From an optimization exercise on the open Yosys and OpenROAD flow, aimed at small area, a short achievable clock period and few clock cycles; shortcuts taken in it are not production practice.
The RTL was checked by simulation tests, not by an equivalence proof against the original design.
Power is estimated from default activity; no workload was simulated.

==> design/flow/design.v <==
parameter[3:0]
	AND = 4'h0,
	OR = 4'h1,
	ADD = 4'h2,
	SUB = 4'h3,
	INC = 4'h4,
	DEC = 4'h5,
	COMP = 4'h6,
	CHECK = 4'h7,
	LOAD = 4'h8,
	STORE =4'h9,
	LI = 4'ha,
	JMP = 4'hb,
	JNZ = 4'hc,
	ZNJ = 4'hd,
	R_90 = 4'he,
	R_180 = 4'hf;
module selB(in0, in1, sel, out);
	input[7:0] in0, in1;
	input sel;
	output reg [7:0] out;
	always@(in0 or in1 or sel)begin
		out <= (sel)? in0:in1;
	end
endmodule
module register(src0, src1, dst, we, data, data0, data1, rst_n, clk);
	input wire [3:0] src0, src1, dst;
	input wire[7:0] data;
	input wire we, rst_n, clk;
	output wire [7:0] data1,data0;
	reg [7:0] regfile[16:0];
	wire [7:0] regf0,regf1,regf3,regf5,regf7, regf8, regf9,regf10;
	always@(posedge clk ) begin
		if(!rst_n) begin
			regfile[0] <= 0;
			regfile[1] <= 0;
			regfile[2] <= 0;
			regfile[3] <= 0;
			regfile[4] <= 0;
			regfile[5] <= 0;
			regfile[6] <= 0;
			regfile[7] <= 0;
			regfile[8] <= 0;
			regfile[9] <= 1;
			regfile[10] <= 0;
			regfile[11] <= 0;
			regfile[12] <= 0;
			regfile[13] <= 20;
			regfile[14] <= 0;
			regfile[15] <= 0;
			regfile[16] <= 0;
		end else begin
			if(we) begin
				regfile[dst] <= data;
			end
		end
	end
	assign data0 = regfile[src0];
	assign data1 = regfile[src1];
	assign regf0=regfile[0];
	assign regf1=regfile[1];
	assign regf3=regfile[3];
	assign regf5=regfile[5];
	assign regf7=regfile[7];
	assign regf8=regfile[8];
	assign regf9=regfile[9];
	assign regf10=regfile[10];
endmodule
module alu(in0, in1, op, zf, out);
	input wire [7:0] in0, in1;
	input wire [3:0] op;
	output reg zf;
	output reg [7:0] out;
 parameter[3:0]
	AND = 4'h0,
	OR = 4'h1,
	ADD = 4'h2,
	SUB = 4'h3,
	INC = 4'h4,
	DEC = 4'h5,
	COMP = 4'h6,
	CHECK = 4'h7,
	LOAD = 4'h8,
	STORE =4'h9,
	LI = 4'ha,
	JMP = 4'hb,
	JNZ = 4'hc,
	ZNJ = 4'hd,
	R_90 = 4'he,
	R_180 = 4'hf;
always @(*) begin
	out <= 8'h00;
	zf <= 0;
	case(op)
		AND : begin  
			out<= in0 & in1;
			zf <= 0;
		end
		OR : begin  
			out <= in0 | in1;
			zf <= 0;
		end
		ADD : begin  
			out <= in0 + in1;
			zf <= 0;
		end
		SUB : begin  
			out <= (in0>in1) ? in0 - in1 : in1 - in0;
			zf <= 0;
		end
		INC : begin  
			out <= in0 + 1;
			zf <= 0;
		end
		DEC : begin  
			out <= in0 - 1;
			zf <= 0;
		end
		COMP : begin  
			zf <= (in0 == in1) ? 1:0;
		end
		CHECK : begin  
			zf <=(in0 == in1) ? 1:0;
		end
		LOAD : begin  
			out <= in0;
			zf <= 0;
		end
		STORE:begin  
			out <= in0;
			zf <= 0;
		end
		LI : begin  
			out <= in0;
			zf <= 0;
		end
		R_90:begin  
			if(in0==8'b00000000)begin 
				out <= {in1[7:2],(in1[1:0]==2'b10)?in1[1:0]:(in1[1:0]~^2'b00)};
			end else if(in0==8'b00000001)begin 
				out <= {in1[7:2],(in1[1:0]==2'b11)?in1[1:0]:(in1[1:0]~^2'b01)};
			end else if(in0==8'b00000010)begin 
				out <= {in1[7:2],(in1[1:0]==2'b00)?in1[1:0]:(in1[1:0]~^2'b10)};
			end else begin
				out<=in1;
			end
		end
		R_180:begin  
			if(in0==8'b00000000)begin
				out <= in1;
			end else if(in0==8'b00000001)begin
				out <= in1;
			end else if(in0==8'b00000010)begin
				out <= in1;
			end else begin
				out<=in1;
			end
		end
		default:begin
			out<=8'h00;
		end
endcase
end
endmodule
module memory(addr, din, dout, we, rst_n, clk, mem20, mem21, mem22, mem23, mem24, mem25, mem26, mem27, mem28,mem29, mem30);
	input wire [7:0] din, addr;
	input wire we, rst_n, clk;
	output wire [7:0] dout;
	wire [7:0] out,mem0,mem1,mem2,mem3,mem4,mem5,mem6,mem7,mem8,mem9,mem10,mem11;
	output wire [7:0] mem20,mem21,mem22,mem23,mem24,mem25,mem26,mem27,mem28,mem29,mem30;
	wire [7:0] mem31;
	reg [7:0] mem[255:0];
	always@(posedge clk) begin
		if(!rst_n) begin
			mem[0] <= 0;
			mem[1] <= 0;
			mem[2] <= 0;
			mem[3] <= 0;
			mem[4] <= 0;
			mem[5] <= 0;
			mem[6] <= 0;
			mem[7] <= 0;
			mem[8] <= 0;
			mem[9] <= 0;
			mem[10] <= 0;
			mem[11] <= 0;
			mem[12] <= 0;
			mem[13] <= 0;
			mem[14] <= 0;
			mem[15] <= 0;
			mem[16] <= 0;
			mem[17] <= 0;
			mem[18] <= 0;
			mem[19] <= 0;
			mem[20] <= 0;
			mem[21] <= 0;
			mem[22] <= 0;
			mem[23] <= 0;
			mem[24] <= 0;
			mem[25] <= 0;
			mem[26] <= 0;
			mem[27] <= 0;
			mem[28] <= 0;
			mem[29] <= 0;
			mem[30] <= 0;
			mem[31] <= 0;
			mem[32] <= 0;
			mem[33] <= 0;
			mem[34] <= 0;
			mem[35] <= 0;
			mem[36] <= 0;
			mem[37] <= 0;
			mem[38] <= 0;
			mem[39] <= 0;
			mem[40] <= 0;
			mem[41] <= 0;
			mem[42] <= 0;
			mem[43] <= 0;
			mem[44] <= 0;
			mem[45] <= 0;
			mem[46] <= 0;
			mem[47] <= 0;
			mem[48] <= 0;
			mem[49] <= 0;
			mem[50] <= 0;
			mem[51] <= 0;
			mem[52] <= 0;
			mem[53] <= 0;
			mem[54] <= 0;
			mem[55] <= 0;
			mem[56] <= 0;
			mem[57] <= 0;
			mem[58] <= 0;
			mem[59] <= 0;
			mem[60] <= 0;
			mem[61] <= 0;
			mem[62] <= 0;
			mem[63] <= 0;
			mem[64] <= 0;
			mem[65] <= 0;
			mem[66] <= 0;
			mem[67] <= 0;
			mem[68] <= 0;
			mem[69] <= 0;
			mem[70] <= 0;
			mem[71] <= 0;
			mem[72] <= 0;
			mem[73] <= 0;
			mem[74] <= 0;
			mem[75] <= 0;
			mem[76] <= 0;
			mem[77] <= 0;
			mem[78] <= 0;
			mem[79] <= 0;
			mem[80] <= 0;
			mem[81] <= 0;
			mem[82] <= 0;
			mem[83] <= 0;
			mem[84] <= 0;
			mem[85] <= 0;
			mem[86] <= 0;
			mem[87] <= 0;
			mem[88] <= 0;
			mem[89] <= 0;
			mem[90] <= 0;
			mem[91] <= 0;
			mem[92] <= 0;
			mem[93] <= 0;
			mem[94] <= 0;
			mem[95] <= 0;
			mem[96] <= 0;
			mem[97] <= 0;
			mem[98] <= 0;
			mem[99] <= 0;
			mem[100] <= 0;
			mem[101] <= 0;
			mem[102] <= 0;
			mem[103] <= 0;
			mem[104] <= 0;
			mem[105] <= 0;
			mem[106] <= 0;
			mem[107] <= 0;
			mem[108] <= 0;
			mem[109] <= 0;
			mem[110] <= 0;
			mem[111] <= 0;
			mem[112] <= 0;
			mem[113] <= 0;
			mem[114] <= 0;
			mem[115] <= 0;
			mem[116] <= 0;
			mem[117] <= 0;
			mem[118] <= 0;
			mem[119] <= 0;
			mem[120] <= 0;
			mem[121] <= 0;
			mem[122] <= 0;
			mem[123] <= 0;
			mem[124] <= 0;
			mem[125] <= 0;
			mem[126] <= 0;
			mem[127] <= 0;
			mem[128] <= 0;
			mem[129] <= 0;
			mem[130] <= 0;
			mem[131] <= 0;
			mem[132] <= 0;
			mem[133] <= 0;
			mem[134] <= 0;
			mem[135] <= 0;
			mem[136] <= 0;
			mem[137] <= 0;
			mem[138] <= 0;
			mem[139] <= 0;
			mem[140] <= 0;
			mem[141] <= 0;
			mem[142] <= 0;
			mem[143] <= 0;
			mem[144] <= 0;
			mem[145] <= 0;
			mem[146] <= 0;
			mem[147] <= 0;
			mem[148] <= 0;
			mem[149] <= 0;
			mem[150] <= 0;
			mem[151] <= 0;
			mem[152] <= 0;
			mem[153] <= 0;
			mem[154] <= 0;
			mem[155] <= 0;
			mem[156] <= 0;
			mem[157] <= 0;
			mem[158] <= 0;
			mem[159] <= 0;
			mem[160] <= 0;
			mem[161] <= 0;
			mem[162] <= 0;
			mem[163] <= 0;
			mem[164] <= 0;
			mem[165] <= 0;
			mem[166] <= 0;
			mem[167] <= 0;
			mem[168] <= 0;
			mem[169] <= 0;
			mem[170] <= 0;
			mem[171] <= 0;
			mem[172] <= 0;
			mem[173] <= 0;
			mem[174] <= 0;
			mem[175] <= 0;
			mem[176] <= 0;
			mem[177] <= 0;
			mem[178] <= 0;
			mem[179] <= 0;
			mem[180] <= 0;
			mem[181] <= 0;
			mem[182] <= 0;
			mem[183] <= 0;
			mem[184] <= 0;
			mem[185] <= 0;
			mem[186] <= 0;
			mem[187] <= 0;
			mem[188] <= 0;
			mem[189] <= 0;
			mem[190] <= 0;
			mem[191] <= 0;
			mem[192] <= 0;
			mem[193] <= 0;
			mem[194] <= 0;
			mem[195] <= 0;
			mem[196] <= 0;
			mem[197] <= 0;
			mem[198] <= 0;
			mem[199] <= 0;
			mem[200] <= 0;
			mem[201] <= 0;
			mem[202] <= 0;
			mem[203] <= 0;
			mem[204] <= 0;
			mem[205] <= 0;
			mem[206] <= 0;
			mem[207] <= 0;
			mem[208] <= 0;
			mem[209] <= 0;
			mem[210] <= 0;
			mem[211] <= 0;
			mem[212] <= 0;
			mem[213] <= 0;
			mem[214] <= 0;
			mem[215] <= 0;
			mem[216] <= 0;
			mem[217] <= 0;
			mem[218] <= 0;
			mem[219] <= 0;
			mem[220] <= 0;
			mem[221] <= 0;
			mem[222] <= 0;
			mem[223] <= 0;
			mem[224] <= 0;
			mem[225] <= 0;
			mem[226] <= 0;
			mem[227] <= 0;
			mem[228] <= 0;
			mem[229] <= 0;
			mem[230] <= 0;
			mem[231] <= 0;
			mem[232] <= 0;
			mem[233] <= 0;
			mem[234] <= 0;
			mem[235] <= 0;
			mem[236] <= 0;
			mem[237] <= 0;
			mem[238] <= 0;
			mem[239] <= 0;
			mem[240] <= 0;
			mem[241] <= 0;
			mem[242] <= 0;
			mem[243] <= 0;
			mem[244] <= 0;
			mem[245] <= 0;
			mem[246] <= 0;
			mem[247] <= 0;
			mem[248] <= 0;
			mem[249] <= 0;
			mem[250] <= 0;
			mem[251] <= 0;
			mem[252] <= 0;
			mem[253] <= 0;
			mem[254] <= 0;
			mem[255] <= 0;
		end else begin
			if(we) begin
				mem[addr] <= din;
			end
		end
	end
	assign dout = mem[addr];
	assign out = mem[addr];
	assign mem0 = mem[0];
	assign mem1 = mem[1];
	assign mem2 = mem[2];
	assign mem3 = mem[3];
	assign mem4 = mem[4];
	assign mem5 = mem[5];
	assign mem6 = mem[6];
	assign mem7 = mem[7];
	assign mem8 = mem[8];
	assign mem9 = mem[9];
	assign mem10 = mem [10];
	assign mem11 = mem [11];
	assign mem20 = mem[20];
	assign mem21 = mem[21];
	assign mem22 = mem[22];
	assign mem23 = mem[23];
	assign mem24 = mem[24];
	assign mem25 = mem[25];
	assign mem26 = mem[26];
	assign mem27 = mem[27];
	assign mem28 = mem[28];
	assign mem29 = mem[29];
	assign mem30 = mem[30];
	assign mem31 = mem[31];
endmodule
module decoder(pcin, pcwe, dst, regwe, src0, src1, sel1, sel2, data, aluop, zf, memwe, op);
	input wire [15:0] op;
	input wire zf;
	output reg [7:0] pcin;
	output reg pcwe;
	output reg [3:0] src0, src1, dst;
	output reg sel1, sel2;
	output reg [7:0] data;
	output reg [3:0] aluop;
	output reg memwe;
	output reg regwe;
 parameter[3:0]
	AND = 4'h0,
	OR = 4'h1,
	ADD = 4'h2,
	SUB = 4'h3,
	INC = 4'h4,
	DEC = 4'h5,
	COMP = 4'h6,
	CHECK = 4'h7,
	LOAD = 4'h8,
	STORE =4'h9,
	LI = 4'ha,
	JMP = 4'hb,
	JNZ = 4'hc,
	ZNJ = 4'hd,
	R_90 = 4'he,
	R_180 = 4'hf;
always @(*) begin
	case (op[15:12])
	AND : begin
		aluop <= op[15:12]; 
		dst <= op[11:8]; 
		src1 <= op[7:4]; 
		src0 <= op[3:0]; 
		pcin <= 0; 
		pcwe <= 0; 
		regwe <= 1; 
		sel1 <= 0; 
		sel2 <= 1; 
		data <= 0; 
		memwe <= 0; 
	end
	OR : begin
		aluop <= op[15:12];
		dst <= op[11:8];
		src1 <= op[7:4];
		src0 <= op[3:0];
		pcin <= 0;
		pcwe <= 0;
		regwe <= 1;
		sel1 <= 0;
		sel2 <= 1;
		data <= 0;
		memwe <= 0;
	end
	ADD : begin
		aluop <= op[15:12];
		dst <= op[11:8];
		src1 <= op[7:4];
		src0 <= op[3:0];
		pcin <= 0;
		pcwe <= 0;
		regwe <= 1;
		sel1 <= 0;
		sel2 <= 1;
		data <= 0;
		memwe <= 0;
	end
	SUB : begin
		aluop <= op[15:12];
		dst <= op[11:8];
		src1 <= op[7:4];
		src0 <= op[3:0];
		pcin <= 0;
		pcwe <= 0;
		regwe <= 1;
		sel1 <= 0;
		sel2 <= 1;
		data <= 0;
		memwe <= 0;
	end
	INC : begin
		aluop <= op[15:12];
		dst <= op[11:8];
		src1 <= op[7:4];
		src0 <= op[3:0];
		pcin <= 0;
		pcwe <= 0;
		regwe <= 1;
		sel1 <= 0;
		sel2 <= 1;
		data <= 0;
		memwe <= 0;
	end
	DEC : begin
		aluop <= op[15:12];
		dst <= op[11:8];
		src1 <= op[7:4];
		src0 <= op[3:0];
		pcin <= 0;
		pcwe <= 0;
		regwe <= 1;
		sel1 <= 0;
		sel2 <= 1;
		data <= 0;
		memwe <= 0;
	end
	COMP : begin
		aluop <= op[15:12];
		dst <= 0;
		src1 <= op[7:4];
		src0 <= op[3:0];
		pcin <= 0;
		pcwe <= 0;
		regwe <= 0;
		sel1 <= 1;
		sel2 <= 0;
		data <= 0;
		memwe <= 0;
	end
	CHECK : begin
		aluop <= op[15:12];
		dst <= 0;
		src1 <= op[11:8];
		src0 <= 0;
		pcin <= 0;
		pcwe <= 0;
		regwe <= 0;
		sel1 <= 1;
		sel2 <= 0;
		data <= op[7:0];
		memwe <= 0;
	end
	LOAD : begin
		aluop <= op[15:12];
		dst <= op[11:8];
		src1 <= op[7:4];
		src0 <= 0;
		pcin <= 0;
		pcwe <= 0;
		regwe <= 1;
		sel1 <= 0;
		sel2 <= 0;
		data <= 0;
		memwe <= 0;
	end
	STORE : begin
		aluop <= op[15:12];
		dst <= 0;
		src1 <= op[7:4];
		src0 <= op[3:0];
		pcin <= 0;
		pcwe <= 0;
		regwe <= 0;
		sel1 <= 0;
		sel2 <= 0;
		data <= 0;
		memwe <= 1;
	end
	LI : begin
		aluop <= op[15:12];
		dst <= op[11:8];
		src1 <= 0;
		src0 <= 0;
		pcin <= 0;
		pcwe <= 0;
		regwe <= 1;
		sel1 <= 1;
		sel2 <= 1;
		data <= op[7:0];
		memwe <= 0;
	end
	JMP:begin
		aluop <= op[15:12];
		dst <= 0;
		src1 <= 0;
		src0 <= 0;
		pcin <= op[7:0];
		pcwe <= 1;
		regwe <= 0;
		sel1 <= 0;
		sel2 <= 0;
		data <= 0;
		memwe <= 0;
	end
	JNZ:begin 
		aluop <= op[15:12];
		dst <= 0;
		src1 <= 0;
		src0 <= 0;
		pcin <= op[7:0];
		pcwe <= zf;
		regwe <= 0;
		sel1 <= 0;
		sel2 <= 0;
		data <= 0;
		memwe <= 0;
	end
	ZNJ:begin 
		aluop <= op[15:12];
		dst <= 0;
		src1 <= 0;
		src0 <= 0;
		pcin <= op[7:0];
		pcwe <= ~zf;
		regwe <= 0;
		sel1 <= 0;
		sel2 <= 0;
		data <= 0;
		memwe <= 0;
	end
	R_90 : begin 
		aluop <= op[15:12];
		dst <= op[11:8];
		src1 <= op[7:4];
		src0 <= 0;
		pcin <= 0;
		pcwe <= 0;
		regwe <= 1;
		sel1 <= 1;
		sel2 <= 1;
		data <= {4'b0000,op[3:0]}; 
		memwe <= 0;
	end
	R_180 : begin 
		aluop <= op[15:12];
		dst <= op[11:8];
		src1 <= op[7:4];
		src0 <= 0;
		pcin <= 0;
		pcwe <= 0;
		regwe <= 1;
		sel1 <= 1;
		sel2 <= 1;
		data <= {4'b0000,op[3:0]}; 
		memwe <= 0;
	end
	default:begin
		aluop <= op[15:12];
		dst <= 0;
		src1 <= 0;
		src0 <= 0;
		pcin <= 0;
		pcwe <= 0;
		regwe <= 0;
		sel1 <= 0;
		sel2 <= 0;
		data <= 0;
		memwe <= 0;
	end
	endcase
end
endmodule
module pc(pcin, pcout, we, rst_n, clk);
	input wire [7:0] pcin;
	input wire we,rst_n,clk;  
	output reg [7:0] pcout;
	always@(posedge clk) begin
		if(!rst_n) begin
			pcout<=6'b000000;
		end else begin
			if(we) begin
				pcout<=pcin;
			end else begin
				pcout<=pcout+1;
			end
		end
	end
endmodule
module imem(pc, cube, op);
	input wire [7:0] pc;
	input wire [39:0] cube;
	output reg [15:0] op;
 parameter[3:0]
	AND = 4'h0,
	OR = 4'h1,
	ADD = 4'h2,
	SUB = 4'h3,
	INC = 4'h4,
	DEC = 4'h5,
	COMP = 4'h6,
	CHECK = 4'h7,
	LOAD = 4'h8,
	STORE =4'h9,
	LI = 4'ha,
	JMP = 4'hb,
	JNZ = 4'hc,
	ZNJ = 4'hd,
	R_90 = 4'he,
	R_180 = 4'hf;
parameter[7:0]
	AA = 8'b00000000,
	BB = 8'b00000100,
	CC = 8'b00001000,
	DD = 8'b00001100,
	EE = 8'b00010000,
	FF = 8'b00010100,
	GG = 8'b00011000,
	HH = 8'b00011100;
always @(*) begin
	op <= 16'h0000;
	case(pc)
	0:begin
		op[15:12] <= LI;
		op[11:8] <= 0;
		op[7:0] <= {3'b000, cube[4:0]};
	end
	1:begin
		op[15:12] <= LI;
		op[11:8] <= 1;
		op[7:0] <= {3'b000, cube[9:5]};
	end
	2:begin
		op[15:12] <= LI;
		op[11:8] <= 2;
		op[7:0] <= {3'b000, cube[14:10]};
	end
	3:begin
		op[15:12] <= LI;
		op[11:8] <= 3;
		op[7:0] <= {3'b000, cube[19:15]};
	end
	4:begin
		op[15:12] <= LI;
		op[11:8] <= 4;
		op[7:0] <= {3'b000, cube[24:20]};
	end
	5:begin
		op[15:12] <= LI;
		op[11:8] <= 5;
		op[7:0] <= {3'b000, cube[29:25]};
	end
	6:begin
		op[15:12] <= LI;
		op[11:8] <= 6;
		op[7:0] <= {3'b000, cube[34:30]};
	end
	7:begin
		op[15:12] <= LI;
		op[11:8] <= 7;
		op[7:0] <= {3'b000, cube[39:35]};
	end
	8:begin
		op[15:12] <= LOAD;
		op[11:8] <= 11;
		op[7:4] <= 12;
	end
	9:begin
		op[15:12] <= LOAD;
		op[11:8] <= 14;
		op[7:4] <= 13;
	end
	10:begin
		op[15:12] <= LOAD;
		op[11:8] <= 10;
		op[7:4] <= 9;
	end
	11:begin
		op[15:12] <= CHECK;
		op[11:8] <= 11;
		op[7:0] <= 1;
	end
	12:begin
		op[15:12] <= JNZ;
		op[7:0] <= 221;
	end
	13:begin
		op[15:12] <= LI;
		op[11:8] <= 10;
		op[7:0] <= 1;
	end
	14:begin
		op[15:12] <= CHECK;
		op[11:8] <= 14;
		op[7:0] <= 0;
	end
	15:begin
		op[15:12] <= ZNJ;
		op[7:0] <= 18;
	end
	16:begin
		op[15:12] <= LI;
		op[11:8] <= 14;
		op[7:0] <= 1;
	end
	17:begin
		op[15:12] <= JMP;
		op[7:0] <= 65;
	end
	18:begin
		op[15:12] <= CHECK;
		op[11:8] <= 14;
		op[7:0] <= 1;
	end
	19:begin
		op[15:12] <= ZNJ;
		op[7:0] <= 22;
	end
	20:begin
		op[15:12] <= LI;
		op[11:8] <= 14;
		op[7:0] <= 2;
	end
	21:begin
		op[15:12] <= JMP;
		op[7:0] <= 71;
	end
	22:begin
		op[15:12] <= CHECK;
		op[11:8] <= 14;
		op[7:0] <= 2;
	end
	23:begin
		op[15:12] <= ZNJ;
		op[7:0] <= 26;
	end
	24:begin
		op[15:12] <= LI;
		op[11:8] <= 14;
		op[7:0] <= 3;
	end
	25:begin
		op[15:12] <= JMP;
		op[7:0] <= 77;
	end
	26:begin
		op[15:12] <= CHECK;
		op[11:8] <= 11;
		op[7:0] <= 2;
	end
	27:begin
		op[15:12] <= JNZ;
		op[7:0] <= 225;
	end
	28:begin
		op[15:12] <= LI;
		op[11:8] <= 10;
		op[7:0] <= 2;
	end
	29:begin
		op[15:12] <= CHECK;
		op[11:8] <= 14;
		op[7:0] <= 3;
	end
	30:begin
		op[15:12] <= ZNJ;
		op[7:0] <= 33;
	end
	31:begin
		op[15:12] <= LI;
		op[11:8] <= 14;
		op[7:0] <= 4;
	end
	32:begin
		op[15:12] <= JMP;
		op[7:0] <= 84;
	end
	33:begin
		op[15:12] <= CHECK;
		op[11:8] <= 14;
		op[7:0] <= 4;
	end
	34:begin
		op[15:12] <= ZNJ;
		op[7:0] <= 37;
	end
	35:begin
		op[15:12] <= LI;
		op[11:8] <= 14;
		op[7:0] <= 5;
	end
	36:begin
		op[15:12] <= JMP;
		op[7:0] <= 90;
	end
	37:begin
		op[15:12] <= CHECK;
		op[11:8] <= 14;
		op[7:0] <= 5;
	end
	38:begin
		op[15:12] <= ZNJ;
		op[7:0] <= 41;
	end
	39:begin
		op[15:12] <= LI;
		op[11:8] <= 14;
		op[7:0] <= 6;
	end
	40:begin
		op[15:12] <= JMP;
		op[7:0] <= 96;
	end
	41:begin
		op[15:12] <= CHECK;
		op[11:8] <= 11;
		op[7:0] <= 3;
	end
	42:begin
		op[15:12] <= JNZ;
		op[7:0] <= 58;
	end
	43:begin
		op[15:12] <= LI;
		op[11:8] <= 10;
		op[7:0] <= 3;
	end
	44:begin
		op[15:12] <= CHECK;
		op[11:8] <= 14;
		op[7:0] <= 6;
	end
	45:begin
		op[15:12] <= ZNJ;
		op[7:0] <= 48;
	end
	46:begin
		op[15:12] <= LI;
		op[11:8] <= 14;
		op[7:0] <= 7;
	end
	47:begin
		op[15:12] <= JMP;
		op[7:0] <= 103;
	end
	48:begin
		op[15:12] <= CHECK;
		op[11:8] <= 14;
		op[7:0] <= 7;
	end
	49:begin
		op[15:12] <= ZNJ;
		op[7:0] <= 52;
	end
	50:begin
		op[15:12] <= LI;
		op[11:8] <= 14;
		op[7:0] <= 8;
	end
	51:begin
		op[15:12] <= JMP;
		op[7:0] <= 109;
	end
	52:begin
		op[15:12] <= CHECK;
		op[11:8] <= 14;
		op[7:0] <= 8;
	end
	53:begin
		op[15:12] <= ZNJ;
		op[7:0] <= 56;
	end
	54:begin
		op[15:12] <= LI;
		op[11:8] <= 14;
		op[7:0] <= 9;
	end
	55:begin
		op[15:12] <= JMP;
		op[7:0] <= 115;
	end
	56:begin
		op[15:12] <= CHECK;
		op[11:8] <= 14;
		op[7:0] <= 9;
	end
	57:begin
		op[15:12] <= ZNJ;
		op[7:0] <= 140;
	end
	58:begin
		op[15:12] <= LI;
		op[11:8] <= 14;
		op[7:0] <= 0;
	end
	59:begin
		op[15:12] <= STORE;
		op[7:4] <= 13;
		op[3:0] <= 14;
	end
	60:begin
		op[15:12] <= DEC;
		op[11:8] <= 9;
		op[3:0] <= 9;
	end
	61:begin
		op[15:12] <= DEC;
		op[11:8] <= 12;
		op[3:0] <= 9;
	end
	62:begin
		op[15:12] <=DEC;
		op[11:8] <= 13;
		op[3:0] <= 13;
	end
	63:begin
		op[15:12] <=LOAD;
		op[11:8] <= 14;
		op[7:4] <= 13;
	end
	64:begin
		op[15:12] <= JMP;
		op[7:0] <= 146;
	end
	65:begin
		op[15:12] <= AND;
		op[11:8] <= 8;
		op[7:4] <= 1;
		op[3:0] <= 1;
	end
	66:begin
		op[15:12] <= R_90;
		op[11:8] <= 1;
		op[7:4] <= 5;
		op[3:0] <= 4'b0000;
	end
	67:begin
		op[15:12] <= R_90;
		op[11:8] <= 5;
		op[7:4] <= 7;
		op[3:0] <= 4'b0000;
	end
	68:begin
		op[15:12] <= R_90;
		op[11:8] <= 7;
		op[7:4] <= 3;
		op[3:0] <= 4'b0000;
	end
	69:begin
		op[15:12] <= R_90;
		op[11:8] <= 3;
		op[7:4] <= 8;
		op[3:0] <= 4'b0000;
	end
	70:begin
		op[15:12] <= JMP;
		op[7:0] <= 121;
	end
	71:begin
		op[15:12] <= AND;
		op[11:8] <= 8;
		op[7:4] <= 1;
		op[3:0] <= 1;
	end
	72:begin
		op[15:12] <= R_90;
		op[11:8] <= 1;
		op[7:4] <= 3;
		op[3:0] <= 0;
	end
	73:begin
		op[15:12] <= R_90;
		op[11:8] <= 3;
		op[7:4] <= 7;
		op[3:0] <= 0;
	end
	74:begin
		op[15:12] <= R_90;
		op[11:8] <= 7;
		op[7:4] <= 5;
		op[3:0] <= 0;
	end
	75:begin
		op[15:12] <= R_90;
		op[11:8] <= 5;
		op[7:4] <= 8;
		op[3:0] <= 0;
	end
	76:begin
		op[15:12] <= JMP;
		op[7:0] <= 121;
	end
	77:begin
		op[15:12] <= AND;
		op[11:8] <= 8;
		op[7:4] <= 1;
		op[3:0] <= 1;
	end
	78:begin
		op[15:12] <= R_180;
		op[11:8] <= 1;
		op[7:4] <= 7;
		op[3:0] <= 0;
	end
	79:begin
		op[15:12] <=R_180;
		op[11:8] <= 7;
		op[7:4] <= 8;
		op[3:0] <= 0;
	end
	80:begin
		op[15:12] <= AND;
		op[11:8] <= 8;
		op[7:4] <= 3;
		op[3:0] <= 3;
	end
	81:begin
		op[15:12] <= R_180;
		op[11:8] <= 3;
		op[7:4] <= 5;
		op[3:0] <= 0;
	end
	82:begin
		op[15:12] <= R_180;
		op[11:8] <= 5;
		op[7:4] <= 8;
		op[3:0] <= 0;
	end
	83:begin
		op[15:12] <= JMP;
		op[7:0] <= 121;
	end
	84:begin
		op[15:12] <= AND;
		op[11:8] <= 8;
		op[7:4] <= 2;
		op[3:0] <= 2;
	end
	85:begin
		op[15:12] <= R_90;
		op[11:8] <= 2;
		op[7:4] <= 3;
		op[3:0] <= 4'b0001;
	end
	86:begin
		op[15:12] <= R_90;
		op[11:8] <= 3;
		op[7:4] <= 7;
		op[3:0] <= 4'b0001;
	end
	87:begin
		op[15:12] <= R_90;
		op[11:8] <= 7;
		op[7:4] <= 6;
		op[3:0] <= 4'b0001;
	end
	88:begin
		op[15:12] <= R_90;
		op[11:8] <= 6;
		op[7:4] <= 8;
		op[3:0] <= 4'b0001;
	end
	89:begin
		op[15:12] <= JMP;
		op[7:0] <= 121;
	end
	90:begin
		op[15:12] <= AND;
		op[11:8] <= 8;
		op[7:4] <= 2;
		op[3:0] <= 2;
	end
	91:begin
		op[15:12] <= R_90;
		op[11:8] <= 2;
		op[7:4] <= 6;
		op[3:0] <= 4'b0001;
	end
	92:begin
		op[15:12] <= R_90;
		op[11:8] <= 6;
		op[7:4] <= 7;
		op[3:0] <= 4'b0001;
	end
	93:begin
		op[15:12] <= R_90;
		op[11:8] <= 7;
		op[7:4] <= 3;
		op[3:0] <= 4'b0001;
	end
	94:begin
		op[15:12] <= R_90;
		op[11:8] <= 3;
		op[7:4] <= 8;
		op[3:0] <= 4'b0001;
	end
	95:begin
		op[15:12] <= JMP;
		op[7:0] <= 121;
	end
	96:begin
		op[15:12] <= AND;
		op[11:8] <= 8;
		op[7:4] <= 2;
		op[3:0] <= 2;
	end
	97:begin
		op[15:12] <= R_180;
		op[11:8] <= 2;
		op[7:4] <= 7;
		op[3:0] <= 4'b0001;
	end
	98:begin
		op[15:12] <=R_180;
		op[11:8] <= 7;
		op[7:4] <= 8;
		op[3:0] <= 4'b0001;
	end
	99:begin
		op[15:12] <= AND;
		op[11:8] <= 8;
		op[7:4] <= 3;
		op[3:0] <= 3;
	end
	100:begin
		op[15:12] <= R_180;
		op[11:8] <= 3;
		op[7:4] <= 6;
		op[3:0] <= 4'b0001;
	end
	101:begin
		op[15:12] <= R_180;
		op[11:8] <= 6;
		op[7:4] <= 8;
		op[3:0] <= 4'b0001;
	end
	102:begin
		op[15:12] <= JMP;
		op[7:0] <= 121;
	end
	103:begin
		op[15:12] <= AND;
		op[11:8] <= 8;
		op[7:4] <= 4;
		op[3:0] <= 4;
	end
	104:begin
		op[15:12] <= R_90;
		op[11:8] <= 4;
		op[7:4] <= 6;
		op[3:0] <= 4'b0010;
	end
	105:begin
		op[15:12] <= R_90;
		op[11:8] <= 6;
		op[7:4] <= 7;
		op[3:0] <= 4'b0010;
	end
	106:begin
		op[15:12] <= R_90;
		op[11:8] <= 7;
		op[7:4] <= 5;
		op[3:0] <= 4'b0010;
	end
	107:begin
		op[15:12] <= R_90;
		op[11:8] <= 5;
		op[7:4] <= 8;
		op[3:0] <= 4'b0010;
	end
	108:begin
		op[15:12] <= JMP;
		op[7:0] <= 121;
	end
	109:begin
		op[15:12] <= AND;
		op[11:8] <= 8;
		op[7:4] <= 4;
		op[3:0] <= 4;
	end
	110:begin
		op[15:12] <= R_90;
		op[11:8] <= 4;
		op[7:4] <= 5;
		op[3:0] <= 4'b0010;
	end
	111:begin
		op[15:12] <= R_90;
		op[11:8] <= 5;
		op[7:4] <= 7;
		op[3:0] <= 4'b0010;
	end
	112:begin
		op[15:12] <= R_90;
		op[11:8] <= 7;
		op[7:4] <= 6;
		op[3:0] <= 4'b0010;
	end
	113:begin
		op[15:12] <= R_90;
		op[11:8] <= 6;
		op[7:4] <= 8;
		op[3:0] <= 4'b0010;
	end
	114:begin
		op[15:12] <= JMP;
		op[7:0] <= 121;
	end
	115:begin
		op[15:12] <= AND;
		op[11:8] <= 8;
		op[7:4] <= 4;
		op[3:0] <= 4;
	end
	116:begin
		op[15:12] <= R_180;
		op[11:8] <= 4;
		op[7:4] <= 7;
		op[3:0] <= 4'b0010;
	end
	117:begin
		op[15:12] <=R_180;
		op[11:8] <= 7;
		op[7:4] <= 8;
		op[3:0] <= 4'b0010;
	end
	118:begin
		op[15:12] <= AND;
		op[11:8] <= 8;
		op[7:4] <= 5;
		op[3:0] <= 5;
	end
	119:begin
		op[15:12] <= R_180;
		op[11:8] <= 5;
		op[7:4] <= 6;
		op[3:0] <= 4'b0010;
	end
	120:begin
		op[15:12] <= R_180;
		op[11:8] <= 6;
		op[7:4] <= 8;
		op[3:0] <= 4'b0010;
	end
	121:begin
		op[15:12] <= STORE;
		op[7:4] <= 13;
		op[3:0] <= 14;
	end
	122:begin
		op[15:12] <= STORE;
		op[7:4] <= 9;
		op[3:0] <= 10;
	end
	123:begin
		op[15:12] <= CHECK;
		op[11:8]<=0;
		op[7:0]<=AA;
	end
	124:begin
		op[15:12] <= ZNJ;
		op[7:0] <= 140;
	end
	125:begin
		op[15:12] <= CHECK;
		op[11:8]<=1;
		op[7:0]<=BB;
	end
	126:begin
		op[15:12] <= ZNJ;
		op[7:0] <= 140;
	end
	127:begin
		op[15:12] <= CHECK;
		op[11:8]<=2;
		op[7:0]<=CC;
	end
	128:begin
		op[15:12] <= ZNJ;
		op[7:0] <= 140;
	end
	129:begin
		op[15:12] <= CHECK;
		op[11:8]<=3;
		op[7:0]<=DD;
	end
	130:begin
		op[15:12] <= ZNJ;
		op[7:0] <= 140;
	end
	131:begin
		op[15:12] <= CHECK;
		op[11:8]<=4;
		op[7:0]<=EE;
	end
	132:begin
		op[15:12] <= ZNJ;
		op[7:0] <= 140;
	end
	133:begin
		op[15:12] <= CHECK;
		op[11:8]<=5;
		op[7:0]<=FF;
	end
	134:begin
		op[15:12] <= ZNJ;
		op[7:0] <= 140;
	end
	135:begin
		op[15:12] <= CHECK;
		op[11:8]<=6;
		op[7:0]<=GG;
	end
	136:begin
		op[15:12] <= ZNJ;
		op[7:0] <= 140;
	end
	137:begin
		op[15:12] <= CHECK;
		op[11:8]<=7;
		op[7:0]<=HH;
	end
	138:begin
		op[15:12] <= ZNJ;
		op[7:0] <= 140;
	end
	139:begin
		op[15:12] <= JMP;
		op[7:0] <= 229;
	end
	140:begin
		op[15:12] <= CHECK;
		op[11:8] <= 9;
		op[7:0] <= 3;
	end
	141:begin
		op[15:12] <= JNZ;
		op[7:0] <= 146;
	end
	142:begin
		op[15:12] <= INC;
		op[11:8] <= 9;
		op[3:0] <= 9;
	end
	143:begin
		op[15:12] <= DEC;
		op[11:8] <= 12;
		op[3:0] <= 9;
	end
	144:begin
		op[15:12] <= INC;
		op[11:8] <= 13;
		op[3:0] <= 13;
	end
	145:begin
		op[15:12] <= JMP;
		op[7:0] <= 8;
	end
	146:begin
		op[15:12] <= CHECK;
		op[11:8] <= 14;
		op[7:0] <= 2;
	end
	147:begin
		op[15:12] <= ZNJ;
		op[7:0] <= 154;
	end
	148:begin
		op[15:12] <= AND;
		op[11:8] <= 8;
		op[7:4] <= 1;
		op[3:0] <= 1;
	end
	149:begin
		op[15:12] <= R_90;
		op[11:8] <= 1;
		op[7:4] <= 5;
		op[3:0] <= 4'b0000;
	end
	150:begin
		op[15:12] <= R_90;
		op[11:8] <= 5;
		op[7:4] <= 7;
		op[3:0] <= 4'b0000;
	end
	151:begin
		op[15:12] <= R_90;
		op[11:8] <= 7;
		op[7:4] <= 3;
		op[3:0] <= 4'b0000;
	end
	152:begin
		op[15:12] <= R_90;
		op[11:8] <= 3;
		op[7:4] <= 8;
		op[3:0] <= 4'b0000;
	end
	153:begin
		op[15:12] <= JMP;
		op[7:0] <= 8;
	end
	154:begin
		op[15:12] <= CHECK;
		op[11:8] <= 14;
		op[7:0] <= 1;
	end
	155:begin
		op[15:12] <= ZNJ;
		op[7:0] <= 162;
	end
	156:begin
		op[15:12] <= AND;
		op[11:8] <= 8;
		op[7:4] <= 1;
		op[3:0] <= 1;
	end
	157:begin
		op[15:12] <= R_90;
		op[11:8] <= 1;
		op[7:4] <= 3;
		op[3:0] <= 0;
	end
	158:begin
		op[15:12] <= R_90;
		op[11:8] <= 3;
		op[7:4] <= 7;
		op[3:0] <= 0;
	end
	159:begin
		op[15:12] <= R_90;
		op[11:8] <= 7;
		op[7:4] <= 5;
		op[3:0] <= 0;
	end
	160:begin
		op[15:12] <= R_90;
		op[11:8] <= 5;
		op[7:4] <= 8;
		op[3:0] <= 0;
	end
	161:begin
		op[15:12] <= JMP;
		op[7:0] <= 8;
	end
	162:begin
		op[15:12] <= CHECK;
		op[11:8] <= 14;
		op[7:0] <= 3;
	end
	163:begin
		op[15:12] <= ZNJ;
		op[7:0] <= 171;
	end
	164:begin
		op[15:12] <= AND;
		op[11:8] <= 8;
		op[7:4] <= 1;
		op[3:0] <= 1;
	end
	165:begin
		op[15:12] <= R_180;
		op[11:8] <= 1;
		op[7:4] <= 7;
		op[3:0] <= 0;
	end
	166:begin
		op[15:12] <=R_180;
		op[11:8] <= 7;
		op[7:4] <= 8;
		op[3:0] <= 0;
	end
	167:begin
		op[15:12] <= AND;
		op[11:8] <= 8;
		op[7:4] <= 3;
		op[3:0] <= 3;
	end
	168:begin
		op[15:12] <= R_180;
		op[11:8] <= 3;
		op[7:4] <= 5;
		op[3:0] <= 0;
	end
	169:begin
		op[15:12] <= R_180;
		op[11:8] <= 5;
		op[7:4] <= 8;
		op[3:0] <= 0;
	end
	170:begin
		op[15:12] <= JMP;
		op[7:0] <= 8;
	end
	171:begin
		op[15:12] <= CHECK;
		op[11:8] <= 14;
		op[7:0] <= 5;
	end
	172:begin
		op[15:12] <= ZNJ;
		op[7:0] <= 179;
	end
	173:begin
		op[15:12] <= AND;
		op[11:8] <= 8;
		op[7:4] <= 2;
		op[3:0] <= 2;
	end
	174:begin
		op[15:12] <= R_90;
		op[11:8] <= 2;
		op[7:4] <= 3;
		op[3:0] <= 4'b0001;
	end
	175:begin
		op[15:12] <= R_90;
		op[11:8] <= 3;
		op[7:4] <= 7;
		op[3:0] <= 4'b0001;
	end
	176:begin
		op[15:12] <= R_90;
		op[11:8] <= 7;
		op[7:4] <= 6;
		op[3:0] <= 4'b0001;
	end
	177:begin
		op[15:12] <= R_90;
		op[11:8] <= 6;
		op[7:4] <= 8;
		op[3:0] <= 4'b0001;
	end
	178:begin
		op[15:12] <= JMP;
		op[7:0] <= 8;
	end
	179:begin
		op[15:12] <= CHECK;
		op[11:8] <= 14;
		op[7:0] <= 4;
	end
	180:begin
		op[15:12] <= ZNJ;
		op[7:0] <= 187;
	end
	181:begin
		op[15:12] <= AND;
		op[11:8] <= 8;
		op[7:4] <= 2;
		op[3:0] <= 2;
	end
	182:begin
		op[15:12] <= R_90;
		op[11:8] <= 2;
		op[7:4] <= 6;
		op[3:0] <= 4'b0001;
	end
	183:begin
		op[15:12] <= R_90;
		op[11:8] <= 6;
		op[7:4] <= 7;
		op[3:0] <= 4'b0001;
	end
	184:begin
		op[15:12] <= R_90;
		op[11:8] <= 7;
		op[7:4] <= 3;
		op[3:0] <= 4'b0001;
	end
	185:begin
		op[15:12] <= R_90;
		op[11:8] <= 3;
		op[7:4] <= 8;
		op[3:0] <= 4'b0001;
	end
	186:begin
		op[15:12] <= JMP;
		op[7:0] <= 8;
	end
	187:begin
		op[15:12] <= CHECK;
		op[11:8] <= 14;
		op[7:0] <= 6;
	end
	188:begin
		op[15:12] <= ZNJ;
		op[7:0] <= 196;
	end
	189:begin
		op[15:12] <= AND;
		op[11:8] <= 8;
		op[7:4] <= 2;
		op[3:0] <= 2;
	end
	190:begin
		op[15:12] <= R_180;
		op[11:8] <= 2;
		op[7:4] <= 7;
		op[3:0] <= 4'b0001;
	end
	191:begin
		op[15:12] <=R_180;
		op[11:8] <= 7;
		op[7:4] <= 8;
		op[3:0] <= 4'b0001;
	end
	192:begin
		op[15:12] <= AND;
		op[11:8] <= 8;
		op[7:4] <= 3;
		op[3:0] <= 3;
	end
	193:begin
		op[15:12] <= R_180;
		op[11:8] <= 3;
		op[7:4] <= 6;
		op[3:0] <= 4'b0001;
	end
	194:begin
		op[15:12] <= R_180;
		op[11:8] <= 6;
		op[7:4] <= 8;
		op[3:0] <= 4'b0001;
	end
	195:begin
		op[15:12] <= JMP;
		op[7:0] <= 8;
	end
	196:begin
		op[15:12] <= CHECK;
		op[11:8] <= 14;
		op[7:0] <= 8;
	end
	197:begin
		op[15:12] <= ZNJ;
		op[7:0] <= 204;
	end
	198:begin
		op[15:12] <= AND;
		op[11:8] <= 8;
		op[7:4] <= 4;
		op[3:0] <= 4;
	end
	199:begin
		op[15:12] <= R_90;
		op[11:8] <= 4;
		op[7:4] <= 6;
		op[3:0] <= 4'b0010;
	end
	200:begin
		op[15:12] <= R_90;
		op[11:8] <= 6;
		op[7:4] <= 7;
		op[3:0] <= 4'b0010;
	end
	201:begin
		op[15:12] <= R_90;
		op[11:8] <= 7;
		op[7:4] <= 5;
		op[3:0] <= 4'b0010;
	end
	202:begin
		op[15:12] <= R_90;
		op[11:8] <= 5;
		op[7:4] <= 8;
		op[3:0] <= 4'b0010;
	end
	203:begin
		op[15:12] <= JMP;
		op[7:0] <= 8;
	end
	204:begin
		op[15:12] <= CHECK;
		op[11:8] <= 14;
		op[7:0] <= 7;
	end
	205:begin
		op[15:12] <= ZNJ;
		op[7:0] <= 212;
	end
	206:begin
		op[15:12] <= AND;
		op[11:8] <= 8;
		op[7:4] <= 4;
		op[3:0] <= 4;
	end
	207:begin
		op[15:12] <= R_90;
		op[11:8] <= 4;
		op[7:4] <= 5;
		op[3:0] <= 4'b0010;
	end
	208:begin
		op[15:12] <= R_90;
		op[11:8] <= 5;
		op[7:4] <= 7;
		op[3:0] <= 4'b0010;
	end
	209:begin
		op[15:12] <= R_90;
		op[11:8] <= 7;
		op[7:4] <= 6;
		op[3:0] <= 4'b0010;
	end
	210:begin
		op[15:12] <= R_90;
		op[11:8] <= 6;
		op[7:4] <= 8;
		op[3:0] <= 4'b0010;
	end
	211:begin
		op[15:12] <= JMP;
		op[7:0] <= 8;
	end
	212:begin
		op[15:12] <= CHECK;
		op[11:8] <= 14;
		op[7:0] <= 9;
	end
	213:begin
		op[15:12] <= ZNJ;
		op[7:0] <= 8;
	end
	214:begin
		op[15:12] <= AND;
		op[11:8] <= 8;
		op[7:4] <= 4;
		op[3:0] <= 4;
	end
	215:begin
		op[15:12] <= R_180;
		op[11:8] <= 4;
		op[7:4] <= 7;
		op[3:0] <= 4'b0010;
	end
	216:begin
		op[15:12] <=R_180;
		op[11:8] <= 7;
		op[7:4] <= 8;
		op[3:0] <= 4'b0010;
	end
	217:begin
		op[15:12] <= AND;
		op[11:8] <= 8;
		op[7:4] <= 5;
		op[3:0] <= 5;
	end
	218:begin
		op[15:12] <= R_180;
		op[11:8] <= 5;
		op[7:4] <= 6;
		op[3:0] <= 4'b0010;
	end
	219:begin
		op[15:12] <= R_180;
		op[11:8] <= 6;
		op[7:4] <= 8;
		op[3:0] <= 4'b0010;
	end
	220:begin
		op[15:12] <= JMP;
		op[7:0] <= 8;
	end
	221:begin
		op[15:12] <= CHECK;
		op[11:8] <= 14;
		op[7:0] <= 0;
	end
	222:begin
		op[15:12] <= ZNJ;
		op[7:0] <= 26;
	end
	223:begin
		op[15:12] <= LI;
		op[11:8] <= 14;
		op[7:0] <= 3;
	end
	224:begin
		op[15:12] <= JMP;
		op[7:0] <= 26;
	end
	225:begin
		op[15:12] <= CHECK;
		op[11:8] <= 14;
		op[7:0] <= 3;
	end
	226:begin
		op[15:12] <= ZNJ;
		op[7:0] <= 41;
	end
	227:begin
		op[15:12] <= LI;
		op[11:8] <= 14;
		op[7:0] <= 6;
	end
	228:begin
		op[15:12] <= JMP;
		op[7:0] <= 41;
	end
	229:begin
		op[15:12] <= JMP;
		op[7:0] <= 229;
	end
	endcase
end
endmodule
module top(clk, rst_n, cube, done, mem20, mem21, mem22, mem23, mem24, mem25,mem26,mem27,mem28,mem29,mem30);
	input wire clk, rst_n;
	input wire [39:0] cube;
	output wire done;
	output wire [7:0] mem20,mem21,mem22,mem23,mem24,mem25,mem26,mem27,mem28,mem29,mem30;
	wire [15:0] imemop;
	wire [7:0] in0, in1, in2, out0, out1, out2, out3;
	wire sel1, sel2, regwe, pcwe, memwe, zfin;
	wire [3:0] aluop, dst, src0, src1;
	wire [7:0] pcin, pc;
	reg zf;
always @(posedge clk) begin
	if(!rst_n) begin
		zf <= 0;
	end else if(aluop != 4'hb && aluop != 4'hc && aluop != 4'hd) begin
		zf <= zfin;
	end
end
assign done = (pc == 8'd229);
selB s0(.in0(in0), .in1(in1), .sel(sel1), .out(out0));
selB s1(.in0(out1), .in1(out2), .sel(sel2), .out(out3));
register r0(.src0(src0), .src1(src1), .dst(dst), .we(regwe), .data(out3), .data0(in1), .data1(in2), .rst_n(rst_n), .clk(clk));
alu a0(.in0(out0), .in1(in2), .op(aluop), .zf(zfin), .out(out1));
memory m0(.addr(in2), .din(out1), .dout(out2), .we(memwe), .rst_n(rst_n), .clk(clk), .mem20(mem20), .mem21(mem21), .mem22(mem22), .mem23(mem23), .mem24(mem24), .mem25(mem25), .mem26(mem26), .mem27(mem27), .mem28(mem28), .mem29(mem29), .mem30(mem30));
decoder d0(.pcin(pcin), .pcwe(pcwe), .dst(dst), .regwe(regwe), .src0(src0), .src1(src1), .sel1(sel1), .sel2(sel2), .data(in0), .aluop(aluop), .zf(zf), .memwe(memwe), .op(imemop));
pc p0(.pcin(pcin), .pcout(pc), .we(pcwe), .rst_n(rst_n), .clk(clk));
imem i0(.pc(pc), .cube(cube), .op(imemop));
endmodule
==> design/flow/run.sh <==
#!/bin/bash
# synth_recipe.tcl (not shown) runs the flow's synth.tcl, then flattens the netlist and writes it again
# the make line also repeats each setting of config.mk as NAME=value (left out here)
make -C /OpenROAD-flow-scripts/flow DESIGN_CONFIG=/design/flow/config.mk WORK_HOME=/design/flow/orfs CLKGATE_MAP_FILE= SYNTH_SCRIPT=/design/flow/synth_recipe.tcl finish
==> design/flow/config.mk <==
export PLATFORM = sky130hd
export DESIGN_NAME = top
export DESIGN_NICKNAME = top
export VERILOG_FILES = /design/flow/design.v
export SDC_FILE = /design/flow/constraint.sdc
export NUM_CORES = 4
export LEC_CHECK = 0
export CAP_MARGIN = 20
export CORE_MARGIN = 2
export CORE_UTILIZATION = 40
export SLEW_MARGIN = 20
==> design/flow/constraint.sdc <==
create_clock -name core_clock -period 12.0 [get_ports {clk}]
set_input_delay 2.4000 -clock core_clock [delete_from_list [all_inputs] [get_ports {clk}]]
set_output_delay 2.4000 -clock core_clock [all_outputs]
set_load 0.01 [all_outputs]
==> summary.txt <==
Run status
  • Status: complete, no violations

Routing
  • Vias: 81.0k
  • DRC: 0
  • Vias per inst: between 6 and 7
  • First-pass DRT Iterations: 9
  • Post-Route WL: 401000 um
  • Routed wire per std cell: about 31 um
  • First DRT Iteration DRCs: 13.2k
  • Post-route ant nets: 0

STA
  • RSZ-0062 raised after global routing: no
  • Slew HR: 0.111
  • Final count of hold timing violations: 0
  • TNS Setup: 0 ps
  • Final-report max-slew violation count: 0
  • Endpoints failing setup: 0
  • Tmin final: 10970 ps
  • Share of the clock period used by the worst path: 0.914
  • Final Skew: 102 ps
  • Worst-Margin Slew: roughly 1300 ps
  • Fmax: 91.2 MHz

Floorplanning
  • Io pins: 131
  • Num rows: about 190
  • Initial core utilization: 0.401
  • Die X: 514 um
  • Die area: about 260000 sq um
  • Die Ht: a little over 500 um
  • Core area: 259000 sq um

Layout
  • Nets: 9297
  • Most frequent cells in the layout: nor2_1 (2263), edfxtp_1 (2176), nand2_1 (1419), mux2i_1 (656), o22ai_1 (276)
  • Sequential cell area: 65500 sq um
  • Non-Filler Instances: 12.8k
  • Final Instance Area: 116000 sq um
  • Fraction of layout cells with a size suffix above 1: 0.0824
  • Layout area overhead: 11.6%
  • Commonest non-fill, non-tap cell in the layout: nor2_1
  • FILL cells: 23.7k
  • Multi-input gate area: 35200 sq um
  • Layout Utilization: 0.448

Worst setup path
  • Reg2reg end: r0.regfile[11][0]
  • Slowest stage delay, CP: 1020 ps
  • Critical R2R Launch: p0.pcout[4]
  • Worst-path cell chain: buf_4, or4b_1, nor2_1, or4_1, nor4_1, nand4b_1, a21oi_2, o22ai_4, o21bai_4, buf_4, mux4_2, a32o_1, a221o_2, buf_4, nor2_4, buf_4, a32o_1, a211oi_1, nor4b_1, nor4_1, buf_4, a21oi_1, nor2b_1
  • Worst Path Max Fanout: 27
  • Setup crit end kind: flop
  • Worst Path Class, Setup: reg2reg
  • Crit path required time: 12720 ps
  • Worst path arrival time: about 12000 ps
  • Most frequent CP cell: buf_4
  • Worst setup SP type: flop
  • Reg2reg path depth: 23
  • Slowest CP cell: nor2_4
  • R2R Setup Slk: 1030 ps

Placed design
  • DP Cell Count: 12.4k
  • Buffers on Ports: 130
  • GP Congestion: 0.968
  • Placed inst area: 109000 sq um
  • HPWL after DPL: 263000 um

Power and ir drop
  • Pleak: 41.4 nW
  • Clock share of power: 0.316
  • Cell internal pwr: between 10 and 15 mW
  • P_sw: 7.74 mW
  • Total power: 21.5 mW
  • Reg power frac: 0.407
  • Comb pwr share: 0.278
  • Switching fraction of total power: 0.360
  • PwrDens: between 150 and 200 nW/um^2
  • VDD IR max: 0.000154 V

CTS
  • Worst skew pair latency: 900 ps
  • Clock Path Buffers: 3
  • Root Buffer: clkbuf_16
  • Clock-pin slew on the worst setup and hold paths: 80 ps
  • CTS resizes: 0
  • # Post-CTS Setup Buffers: 0
  • CTS tree: built
  • Hold buffer count at cts: 0
  • TritonCTS Sinks: 2185
  • Htree depth: 4
  • Num CTS Buffers: 223

Global route
  • Antenna violations before repair: 27
  • Largest net degree at the start of global routing: 147
  • Grt ovf: 0
  • Tot GR Track Use: 0.295
  • First-pass GRT wire length: 563000 um
  • Vias in the first global route: between 70k and 80k

Synthesis
  • Number of synthesized flops with an enable pin: 2176
  • Synthesized area per cell: ~11 sq um
  • Register area share after synthesis: 0.631
  • Commonest register cell after synthesis: edfxtp_1
  • Yosys reg bits: 2185
  • Cell variety after synth: approximately 120
  • Total number of yosys warnings: 8
  • Gate Count Post-Synth: around 9.4k
  • Synth async-reset ratio: 0
  • Cell area after synthesis: 104000 sq um
  • Syn_nets: roughly 9.4k

Hold path
  • Min-delay src: zf
  • Hold EP: zf
  • Hold Path Stages: 2
  • Hold Path Class: reg2reg

Run
  • Max-Cap Viols: 0
registers in the layout (all words and copies together), names as in the netlist:
register    flops
zf              1
m0.mem       2048
r0.regfile    128
p0.pcout        8
worst max-delay path: cells and delay by family, from the launching register on:
kind | cells | cell delay [ps]
compound gates | 8 | 2860
buf+inv | 5 | 1860
flops | 1 | 930
mux | 1 | 580
simple gates | 9 | 4520
power groups by stage:
stage               logic, mW  clock network (mW)  registers, mW
global route             6.03                7.06           8.76
CTS                      5.77                6.79           8.73
floorplan                3.17                   0           8.86
global placement         5.72                   0           8.88
finish                   5.97                6.78           8.74
detailed placement       5.75                   0           8.89
worst max-delay path by stage:
stage	start	to	slack, ps	cells past startpoint
after floorplan	cube[24]	m0.mem[219][6]	4240	30
after global placement	p0.pcout[4]	r0.regfile[12][0]	1680	23
after detailed placement	p0.pcout[4]	r0.regfile[9][0]	1590	23
after CTS	p0.pcout[4]	r0.regfile[9][0]	1570	23
after global routing	p0.pcout[4]	r0.regfile[11][0]	1110	23
final	p0.pcout[4]	r0.regfile[11][0]	1030	23
cell usage after synthesis, types with 33 or more instances:
| cell type | instances | share of area |
|---|---|---|
| buf_6 | 37 | 0.0040 |
| clkbuf_1 | 344 | 0.012 |
| nor4_1 | 37 | 0.0022 |
| buf_1 | 59 | 0.0021 |
| a22oi_1 | 51 | 0.0037 |
| o22ai_1 | 277 | 0.017 |
| nand4_1 | 89 | 0.0054 |
| buf_2 | 259 | 0.012 |
| nand2_1 | 1419 | 0.051 |
| o21ai_0 | 118 | 0.0057 |
| and3_1 | 56 | 0.0034 |
| nand3_1 | 248 | 0.012 |
| a21oi_1 | 271 | 0.013 |
| buf_4 | 51 | 0.0037 |
| nor3_1 | 60 | 0.0029 |
| edfxtp_1 | 2176 | 0.63 |
| a32o_1 | 33 | 0.0032 |
| a32oi_1 | 108 | 0.0091 |
| a31oi_1 | 65 | 0.0039 |
| nor2_1 | 2285 | 0.083 |
| mux2i_1 | 657 | 0.063 |
cell type report:
cell class,count,area share
well taps,3402,0.0367
multi-input cells,6393,0.303
clock buffers,269,0.0496
inverters,32,0.00133
repair buffers,400,0.0334
flip-flops and latches,2185,0.565
diodes,17,0.000367
clock inverters,136,0.0105
per-layer routing:
metal,track usage,wire length (um),up-vias
li1,-,-,33694
met1,0.400,151000,40314
met2,0.441,175000,5907
met3,0.0741,52000,1049
met4,0.141,22600,12
met5,0,72,-
cell families after synthesis:
| logic type | Yosys count | share of synthesized area |
|---|---|---|
| xor+xnor | 20 | 0.00169 |
| buf+inv | 782 | 0.0359 |
| fa+ha+maj | 20 | 0.00248 |
| compound gates | 1233 | 0.0810 |
| simple gates | 4414 | 0.178 |
| flops | 2185 | 0.631 |
| mux | 706 | 0.0708 |
stage by stage:
stage          hold WS, ps  worst slack (ps)
2_1_floorplan          477              4240
3_3_place_gp           593              1680
3_5_place_dp           596              1590
4_1_cts                614              1570
5_1_grt                642              1110
6_report               635              1030
Testbench counts, summed over its fixed seeds: cycles 2,514,127.

re-timing with driven ports:
In the flow no input, the clock included, has a driving cell. The finished layout below was timed again as built, in two steps. Step 1 (the two cells are an assumption about what drives the block):
set clk [get_ports {clk}]
set_driving_cell -lib_cell sky130_fd_sc_hd__clkbuf_16 $clk
set_driving_cell -lib_cell sky130_fd_sc_hd__buf_2 [delete_from_list [all_inputs] $clk]
Step 2 adds t to the input delays and takes it off the output delays; t is the mean of the earliest and latest rising clock arrival at the registers after step 1. Input paths then give back, and output paths get back, about the clock's delay inside the block. a / b / c = ideal ports / drivers / drivers and shift; a / b = the first two.
t, ns: 0.950
slack for setup (ns): 1.033 / 1.033 / 1.033
worst setup path at the end: register to register
slew at the worst register clock pin (ns): 0.08 / 0.08
After both steps this run still meets setup and hold. The setup slack of this run moves by 0.000 ns with the drivers and by 0.000 ns with both steps.
